From an optimization exercise on the open Yosys and OpenROAD flow, aimed at small area; shortcuts taken in it are not production practice.
At most, simulation tests tie the RTL to the original design; equivalence was not proved.
No activity file was given, so power comes from the tool's default toggle rates.

==> flow/design.v <==
module cfg_test_top(
    input             clk ,
    input             rstn ,
    input      [31:0] addr ,
    input      [31:0] wdata ,
    output reg [31:0] rdata ,
    output            rdata_vld ,
    input             wr ,
    input             rd
);
wire [5:0] a = addr[5:0];
reg        rd_count_mode;
reg        sample_mode;
reg [31:0] r02, r03, r04, r10, r11, r12, r13, r14;
wire [31:0] wd = wdata & {32{rstn}};
wire        ld = wr | ~rstn;
always @(posedge clk) begin
    if (ld && (!rstn || a == 6'h00)) rd_count_mode <= wd[0];
    if (ld && (!rstn || a == 6'h01)) sample_mode   <= wd[0];
    if (ld && (!rstn || a == 6'h02)) r02 <= wd;
    if (ld && (!rstn || a == 6'h03)) r03 <= wd;
    if (ld && (!rstn || a == 6'h04)) r04 <= wd;
    if (ld && (!rstn || a == 6'h10)) r10 <= wd;
    if (ld && (!rstn || a == 6'h11)) r11 <= wd;
    if (ld && (!rstn || a == 6'h12)) r12 <= wd;
    if (ld && (!rstn || a == 6'h13)) r13 <= wd;
    if (ld && (!rstn || a == 6'h14)) r14 <= wd;
end
reg        rst_d;
always @(posedge clk)
    rst_d <= ~rstn;
reg  [18:0] up;
reg         s_prev;
wire        s = |up[18:7] | (up[6:5] == 2'b11 & |up[4:2]);    
always @(posedge clk) begin
    up     <= rstn ? up + 19'd1 : 19'd0;
    s_prev <= s;
end
wire e = s & ~s_prev;
reg  [31:0] acc;
wire        is23 = (a == 6'h23);
wire [31:0] acc_inc = acc + {31'd0, sample_mode ? s : e};
always @(posedge clk) begin
    if (!rstn || (wr && is23))
        acc <= wd;
    else if (rd && is23 && !rd_count_mode)
        acc <= 32'd0;
    else
        acc <= acc_inc;
end
reg  [5:0] ar;
reg  [31:0] x;
wire [31:0] p1 = (ar == 6'h02) ? x : r02;
always @(posedge clk)
    x <= (a[0] ? acc : (a[5] ? p1 : r02)) + {31'd0, a[0] ? (sample_mode & s) : a[5]};
reg        v1, v2;
always @(posedge clk) begin
    ar <= {a[5:1], a[0] | (rst_d & a[5] & ~a[1])};
    v1 <= rd;
    v2 <= v1;
end
assign rdata_vld = v2;
always @(posedge clk) begin
    case (ar)
        6'h00: rdata <= {31'd0, rd_count_mode};
        6'h01: rdata <= {31'd0, sample_mode};
        6'h02: rdata <= r02;
        6'h03: rdata <= r03;
        6'h04: rdata <= r04;
        6'h10: rdata <= r10;
        6'h11: rdata <= r11;
        6'h12: rdata <= r12;
        6'h13: rdata <= r13;
        6'h14: rdata <= r14;
        6'h20: rdata <= x;
        6'h21: rdata <= 32'h1;
        6'h22: rdata <= 32'h0;
        6'h23: rdata <= x;
        default: rdata <= 32'hF0F0F0F0;
    endcase
end
endmodule
==> flow/config.mk <==
export PLATFORM = sky130hd
export DESIGN_NAME = cfg_test_top
export DESIGN_NICKNAME = cfg_test_top
export VERILOG_FILES = /design/flow/design.v
export SDC_FILE = /design/flow/constraint.sdc
export NUM_CORES = 4
export LEC_CHECK = 0
export CAP_MARGIN = 0
export CORE_MARGIN = 2
export CORE_UTILIZATION = 40
export CTS_BUF_LIST = sky130_fd_sc_hd__clkbuf_8
export CTS_CLUSTER_DIAMETER = 60
export CTS_CLUSTER_SIZE = 14
export SLEW_MARGIN = 0
==> flow/constraint.sdc <==
create_clock -name core_clock -period 5.0 [get_ports {clk}]
set_input_delay 1.0000 -clock core_clock [delete_from_list [all_inputs] [get_ports {clk}]]
set_output_delay 1.0000 -clock core_clock [all_outputs]
set_load 0.01 [all_outputs]
standard.sh (not shown) runs the stock make flow with config.mk's settings and CLKGATE_MAP_FILE= SYNTH_SCRIPT=/design/flow/synth_recipe.tcl, a recipe that flattens the netlist after the stock synthesis.
==> flow/flow/run.sh <==
#!/bin/bash
set -euo pipefail
work=$(pwd)
rm -rf "$work/scripts"
mkdir -p "$work/scripts"
cp -r "$FLOW_HOME/scripts/." "$work/scripts/"
cp "$work/flow/abc.script" "$work/scripts/abc_speed.script"
export SCRIPTS_DIR="$work/scripts"
export BUFFER_PORTS_ARGS="-buffer_cell sky130_fd_sc_hd__buf_1"
bash standard.sh > "$work/orfs_make.log" 2>&1
==> flow/flow/abc.script <==
&get -n
&st
&syn2
&dch
&nf -a -R 1000
&put
The baseline ran to the end with no violations.
Rerun with:
Settings changed: CORE_UTILIZATION 40 to 85, CTS_CLUSTER_DIAMETER 60 to 100, CTS_CLUSTER_SIZE 14 to 17.
Outcome: The changed run completed and failed the layout checks on setup timing; clock skew is about the same; global-route usage grows by 35 points; core utilization grows by 49 points; total power shrinks by 5.7%; count of clock-buffer cells in the layout shrinks by 9; area after synthesis does not change; via count grows by 27%.
No run of this note included a check of the RTL's function; only the layout flow was run.

---

Starts from the design.v that is shown in full above.
Settings: LEC_CHECK=0, CAP_MARGIN=20, CORE_MARGIN=2, CORE_UTILIZATION=40, CTS_BUF_LIST=sky130_fd_sc_hd__clkbuf_8, CTS_CLUSTER_DIAMETER=60, CTS_CLUSTER_SIZE=14, SLEW_MARGIN=20; clock period 5.0 ns.
Scripts as last shown in full above: flow/flow/run.sh, flow/flow/abc.script
The first run passed the timing, DRC and antenna checks.
Rerun with:
- CORE_UTILIZATION: 40 -> 65
- CTS_CLUSTER_DIAMETER: 60 -> 100
- CTS_CLUSTER_SIZE: 14 -> 17
=> Clock skew goes down by 0.0080 ns. Worst setup slack degrades by 0.18 ns. Clock-buffer cell count goes down by 9. Register-to-register slack degrades by 0.13 ns.
Rerun with:
- CAP_MARGIN: 20 -> 0
- CORE_UTILIZATION: 65 -> 75
- CTS_CLUSTER_SIZE: 17 -> 18
- SLEW_MARGIN: 20 -> 0
After rerunning: Die area drops by about 13%. Count of clock-buffer cells in the layout drops by 2. Synthesized area is unchanged. Total power drops by 0.48%. Clock skew climbs by 0.019 ns. Setup slack is worse by 0.062 ns. Final cell count drops by about 3%. First-iteration DRC count climbs by 31%. Hold slack is worse by 0.012 ns. Sequential share of layout area climbs by 0.35 points. Core utilization climbs by 11 points.
Rerun with:
- CAP_MARGIN: 0 -> 5
- CORE_UTILIZATION: 75 -> 40
- CTS_CLUSTER_DIAMETER: 100 -> 60
- CTS_CLUSTER_SIZE: 18 -> 14
- SLEW_MARGIN: 0 -> 5
=> The changed run completed without violations. Setup slack is better by 0.23 ns. Cell count increases by 17%. Routed wire length rose by 6.4%. Hold slack loses 0.015 ns. Power rises by 9.7%. Die area climbs by 85%. Cell area increases by about 3.8%. Area after synthesis is unchanged.
Function was not checked in any run of this note: the RTL went through the layout flow alone.

---

## run A
Another version of the RTL of cfg_test_top (not shown whole).
Size in the first run: about 1200 cells after synthesis, ~420 flip-flops, about 0.016 sq mm of cells after synthesis.
Design cfg_test_top, start of the top module:
module cfg_test_top(
    input             clk ,
    input             rstn ,
    input      [31:0] addr ,
    input      [31:0] wdata ,
    output reg [31:0] rdata ,
    output            rdata_vld ,
    input             wr ,
    input             rd
);
clock: 5.0 ns
lec_check: 0
cap_margin: 20
core_margin: 2
core_utilization: 40
cts_buf_list: sky130_fd_sc_hd__clkbuf_8
cts_cluster_diameter: 60
cts_cluster_size: 14
slew_margin: 20
run.sh (not shown) runs the stock make flow with config.mk's settings and CLKGATE_MAP_FILE= SYNTH_SCRIPT=/design/flow/synth_recipe.tcl, a recipe that flattens the netlist after the stock synthesis.
Stock flow here: none of the scripts above is used.
Run A reached the end of the flow, and the finished layout is clean on the timing, DRC and antenna checks.
[inputs] run B vs run A
==> flow/flow/run.sh (new file) <==
#!/bin/bash
set -euo pipefail
work=$(pwd)
rm -rf "$work/scripts"
mkdir -p "$work/scripts"
cp -r "$FLOW_HOME/scripts/." "$work/scripts/"
cp "$work/flow/abc.script" "$work/scripts/abc_speed.script"
export SCRIPTS_DIR="$work/scripts"
export BUFFER_PORTS_ARGS="-buffer_cell sky130_fd_sc_hd__buf_1"
bash standard.sh > "$work/orfs_make.log" 2>&1
==> flow/flow/abc.script (new file) <==
&get -n
&st
&syn2
&dch
&nf -a -R 1000
&put
==> flow/standard.sh (new file) <==
#!/bin/bash
# synth_recipe.tcl (not shown) runs the flow's synth.tcl, then flattens the netlist and writes it again
# the make line also repeats each setting of config.mk as NAME=value (left out here)
make -C /OpenROAD-flow-scripts/flow DESIGN_CONFIG=/design/flow/config.mk WORK_HOME=/design/flow/orfs CLKGATE_MAP_FILE= SYNTH_SCRIPT=/design/flow/synth_recipe.tcl "${@:-finish}"
--- a/flow/config.mk
+++ b/flow/config.mk
@@ -8 +8 @@
-export CAP_MARGIN = 20
+export CAP_MARGIN = 5
@@ -10 +10 @@
-export CORE_UTILIZATION = 40
+export CORE_UTILIZATION = 65
@@ -14 +14,2 @@
-export SLEW_MARGIN = 20
+export GPL_TIMING_DRIVEN = 0
+export SLEW_MARGIN = 5
removed: flow/run.sh
Findings:
The hold slack on run B is in line with that on run A. Run B ended up with a higher depth of the critical timing path with buffers and inverters included than run A did. Final cell count of run B falls short of that of run A by more than 10%. Standby leakage power: run A and run B compared, higher one is run A. Delta (run B minus run A): utilization of the core after routing went up 28 points; endpoint arrival time on the critical path went up 1450 ps; area occupied by registers held; met2 routing resource usage after global routing went up 17 points.
Input changes introduced in run C (baseline for comparison: run B):
==> flow/run.sh (new file) <==
#!/bin/bash
# synth_recipe.tcl (not shown) runs the flow's synth.tcl, then flattens the netlist and writes it again
# the make line also repeats each setting of config.mk as NAME=value (left out here)
make -C /OpenROAD-flow-scripts/flow DESIGN_CONFIG=/design/flow/config.mk WORK_HOME=/design/flow/orfs CLKGATE_MAP_FILE= SYNTH_SCRIPT=/design/flow/synth_recipe.tcl finish
--- a/flow/config.mk
+++ b/flow/config.mk
@@ -8 +8 @@
-export CAP_MARGIN = 5
+export CAP_MARGIN = 20
@@ -10 +10 @@
-export CORE_UTILIZATION = 65
+export CORE_UTILIZATION = 40
@@ -12,4 +12,3 @@
-export CTS_CLUSTER_DIAMETER = 60
-export CTS_CLUSTER_SIZE = 14
-export GPL_TIMING_DRIVEN = 0
-export SLEW_MARGIN = 5
+export CTS_CLUSTER_DIAMETER = 40
+export CTS_CLUSTER_SIZE = 18
+export SLEW_MARGIN = 20
removed: flow/flow/run.sh
removed: flow/flow/abc.script
removed: flow/standard.sh
Results
Run B has lower clock-buffer cell count than run C. Run C against run B; die area is up by more than half. The final reports for run C and run B show non-clock buffer count in the final layout lower in the former. Run C vs run B: total combinational power up by a few percent. Comparing run C and run B, the lower post-synthesis to final-layout area growth is on run B. Status: worst-case hold slack parity (run C, run B). [compare] base=run B new=run C: standard cell core area went up 0.016 sq mm; setup slack +1540 ps; global-route wire length before repair went up by about 15%. Relative to run B, sequential fraction of design power has decreased by 8.0 points in run C. Vias: run C above run B.

---

Setup of job 8517:
Another version of the RTL of cfg_test_top (not shown whole).
For scale: roughly 100 I/O pins, about 13,000 µm² of cells after synthesis.
==> flow/config.mk <==
export PLATFORM = sky130hd
export DESIGN_NAME = cfg_test_top
export DESIGN_NICKNAME = cfg_test_top
export VERILOG_FILES = /design/flow/design.v
export SDC_FILE = /design/flow/constraint.sdc
export NUM_CORES = 4
export LEC_CHECK = 0
export CAP_MARGIN = 0
export CORE_MARGIN = 2
export CORE_UTILIZATION = 70
export CTS_BUF_LIST = sky130_fd_sc_hd__clkbuf_8
export CTS_CLUSTER_DIAMETER = 100
export CTS_CLUSTER_SIZE = 16
export PLACE_DENSITY = 0.75
export SLEW_MARGIN = 0
export SYNTH_HIERARCHICAL = 1
==> flow/constraint.sdc <==
create_clock -name core_clock -period 5.0 [get_ports {clk}]
set_input_delay 1.0000 -clock core_clock [delete_from_list [all_inputs] [get_ports {clk}]]
set_output_delay 1.0000 -clock core_clock [all_outputs]
set_load 0.01 [all_outputs]
standard.sh (not shown) runs the stock make flow with config.mk's settings and CLKGATE_MAP_FILE= SYNTH_SCRIPT=/design/flow/synth_recipe.tcl, a recipe that flattens the netlist after the stock synthesis.
==> flow/flow/run.sh <==
#!/bin/bash
set -euo pipefail
work=$(pwd)
rm -rf "$work/scripts"
mkdir -p "$work/scripts"
cp -r "$FLOW_HOME/scripts/." "$work/scripts/"
cp "$work/flow/abc.script" "$work/scripts/abc_speed.script"
export SCRIPTS_DIR="$work/scripts"
export BUFFER_PORTS_ARGS="-buffer_cell sky130_fd_sc_hd__buf_1"
bash standard.sh > "$work/orfs_make.log" 2>&1
==> flow/flow/abc.script <==
&get -n
&st
&syn4
&dch
&nf -a -R 1000
&put
Job 8517 | status: complete | timing, DRC, antenna: pass
> inputs changed (job 8517 -> job 4255)
Settings: CTS_CLUSTER_SIZE now 18, was 16; PLACE_DENSITY no longer set, was 0.75.
Notes after the runs:
Part of the cycle the worst path needs for job 4255 is higher than for job 8517. Job 8517 -> job 4255: remaining antenna violation count delta 0, exact match. Going from job 8517 to job 4255, final routed wirelength across all metal layers shrank slightly. | worst setup margin | higher: job 8517 |. On job 4255: via density per instance is about 0.66% higher than what job 8517 gave. | sequential power | job 8517 vs job 4255 | ≈ equal |. Status: final core area utilization parity (job 4255, job 8517). Cell area: job 4255 vs job 8517, no meaningful difference. Job 4255 and job 8517 ended up with roughly the same proportion of cell area spent on the clock network. In terms of leakage power figure, job 8517 and job 4255 differ only marginally.
Modified inputs, job 2829 compared to job 4255
Settings: a change of CTS_CLUSTER_SIZE from 18 to 16.
### Flow results
- Min worst hold slack across job 2829 and job 4255: job 2829
- Diff job 4255 -> job 2829: post-layout utilization of the core has remained practically unchanged; final number of setup-violating endpoints has remained practically unchanged; total power has increased.
- Job 2829 gives more detailed-routing wirelength on met1 than job 4255 did.
- Final cell count of job 4255 is on par with job 2829.
- met1 track demand over resource on job 2829 is down relative to job 4255.
- Compared job 2829 vs job 4255, and wire length of the first global-routing pass is up in job 2829.
- From job 2829 to job 4255, number of antenna violations at the first check in global routing did not move at all.
- Compared job 2829 against job 4255; share of cell area taken by flip-flops and latches within noise.

---

Setup of v35:
cfg_test_top with an RTL version that a note above also has.
Size in the first run: about 420 flip-flops, ~100 I/O pins, ~15000 um^2 of cells after synthesis.
==> flow/config.mk <==
export PLATFORM = sky130hd
export DESIGN_NAME = cfg_test_top
export DESIGN_NICKNAME = cfg_test_top
export VERILOG_FILES = /design/flow/design.v
export SDC_FILE = /design/flow/constraint.sdc
export NUM_CORES = 4
export LEC_CHECK = 0
export CAP_MARGIN = 20
export CORE_MARGIN = 2
export CORE_UTILIZATION = 40
export CTS_BUF_LIST = sky130_fd_sc_hd__clkbuf_8
export CTS_CLUSTER_DIAMETER = 60
export CTS_CLUSTER_SIZE = 14
export SLEW_MARGIN = 20
==> flow/constraint.sdc <==
create_clock -name core_clock -period 5.0 [get_ports {clk}]
set_input_delay 1.0000 -clock core_clock [delete_from_list [all_inputs] [get_ports {clk}]]
set_output_delay 1.0000 -clock core_clock [all_outputs]
set_load 0.01 [all_outputs]
==> flow/flow/abc.script <==
&get -n
&st
&syn2
&dch
&nf -a -R 1000
&put
Scripts as last shown in full above: flow/flow/run.sh
Having completed the whole flow, v35 delivered a layout that passed the timing, DRC and antenna checks.
Inputs modified between v35 and v34:
# v35
export LEC_CHECK = 0
export CAP_MARGIN = 20
export CORE_MARGIN = 2
export CORE_UTILIZATION = 40
export CTS_BUF_LIST = sky130_fd_sc_hd__clkbuf_8
export CTS_CLUSTER_DIAMETER = 60
export CTS_CLUSTER_SIZE = 14
export SLEW_MARGIN = 20
create_clock -name core_clock -period 5.0 [get_ports {clk}]
# v34
export LEC_CHECK = 0
export CAP_MARGIN = 20
export CORE_MARGIN = 2
export CORE_UTILIZATION = 65
export CTS_BUF_LIST = sky130_fd_sc_hd__clkbuf_8
export CTS_CLUSTER_DIAMETER = 40
export CTS_CLUSTER_SIZE = 18
export SLEW_MARGIN = 20
create_clock -name core_clock -period 5.0 [get_ports {clk}]
==> flow/run.sh (new file) <==
#!/bin/bash
# synth_recipe.tcl (not shown) runs the flow's synth.tcl, then flattens the netlist and writes it again
# the make line also repeats each setting of config.mk as NAME=value (left out here)
make -C /OpenROAD-flow-scripts/flow DESIGN_CONFIG=/design/flow/config.mk WORK_HOME=/design/flow/orfs CLKGATE_MAP_FILE= SYNTH_SCRIPT=/design/flow/synth_recipe.tcl finish
removed: flow/flow/run.sh
removed: flow/flow/abc.script
removed: flow/standard.sh
Notes after the runs:
Against v35, final critical path time including I/O delays and setup in v34 came out better. Re core occupancy in the finished layout: v34 is 29 points up on v35. Relative to v35, largest net degree at the start of global routing increased by 13 in v34.
Edits applied to the flow inputs when going from v34 to v26:
# v34
export LEC_CHECK = 0
export CAP_MARGIN = 20
export CORE_MARGIN = 2
export CORE_UTILIZATION = 65
export CTS_BUF_LIST = sky130_fd_sc_hd__clkbuf_8
export CTS_CLUSTER_DIAMETER = 40
export CTS_CLUSTER_SIZE = 18
export SLEW_MARGIN = 20
create_clock -name core_clock -period 5.0 [get_ports {clk}]
# v26
export LEC_CHECK = 0
export CAP_MARGIN = 20
export CORE_MARGIN = 2
export CORE_UTILIZATION = 40
export SLEW_MARGIN = 20
create_clock -name core_clock -period 5.0 [get_ports {clk}]
v26 has completed all stages; timing, DRC and antenna checks passed. Count of non-filler cells in the finished layout of v26 exceeds that of v34 by more than 10%. In v26, the final core utilization came out 26 points below the value in v34. Of v34 and v26, the run reporting the higher met2 capacity usage during global routing was v34.

==> afterwards: timing with drivers on the ports <==
The results above use ideal ports. As a check the final layouts listed here were re-extracted and re-timed, cells and wires unchanged.
Step 1 (the two cells are an assumption about what drives the block):
set clk [get_ports {clk}]
set_driving_cell -lib_cell sky130_fd_sc_hd__clkbuf_16 $clk
set_driving_cell -lib_cell sky130_fd_sc_hd__buf_2 [delete_from_list [all_inputs] $clk]
Step 2 also shifts input and output timing later by t, the mid clock arrival at the registers, as if the neighbouring blocks saw the same clock.
Slacks: no drivers / after step 1 / after step 2; pairs: no drivers / after step 1.
run | t, ns | slack for setup (ns) | latest minus earliest clock arrival (ns)
the first run of note 1 | 0.605 | 0.814 / 0.803 / 0.198 | 0.024 / 0.023
the second run of note 1 | 0.651 | -0.123 / -0.123 / -0.550 | 0.026 / 0.025
the first run of note 2 | 0.605 | 0.825 / 0.815 / 0.211 | 0.022 / 0.023
the second run of note 2 | 0.625 | 0.641 / 0.662 / 0.037 | 0.014 / 0.014
the third run of note 2 | 0.615 | 0.579 / 0.601 / -0.014 | 0.032 / 0.033
the fourth run of note 2 | 0.605 | 0.814 / 0.803 / 0.198 | 0.024 / 0.023
run A | 0.608 | 1.861 / 1.832 / 1.224 | 0.026 / 0.026
run B | 0.587 | 0.347 / 0.365 / -0.223 | 0.027 / 0.027
run C | 0.637 | 1.891 / 1.864 / 1.227 | 0.031 / 0.031
job 8517 | 0.625 | 0.960 / 0.960 / 0.615 | 0.011 / 0.011
job 4255 | 0.615 | 0.911 / 0.911 / 0.581 | 0.035 / 0.035
job 2829 | 0.625 | 0.960 / 0.960 / 0.615 | 0.011 / 0.011
v35 | 0.616 | 0.925 / 0.926 / 0.310 | 0.036 / 0.036
v34 | 0.616 | 1.891 / 1.890 / 1.300 | 0.029 / 0.030
v26 | 0.587 | 1.814 / 1.786 / 1.200 | 0.013 / 0.013
Met with ideal ports but missed after step 2: setup timing in the third run of note 2 and run B. For run C, which loses most, drivers alone change the setup slack by -0.027 ns; drivers and shift together by -0.664 ns.
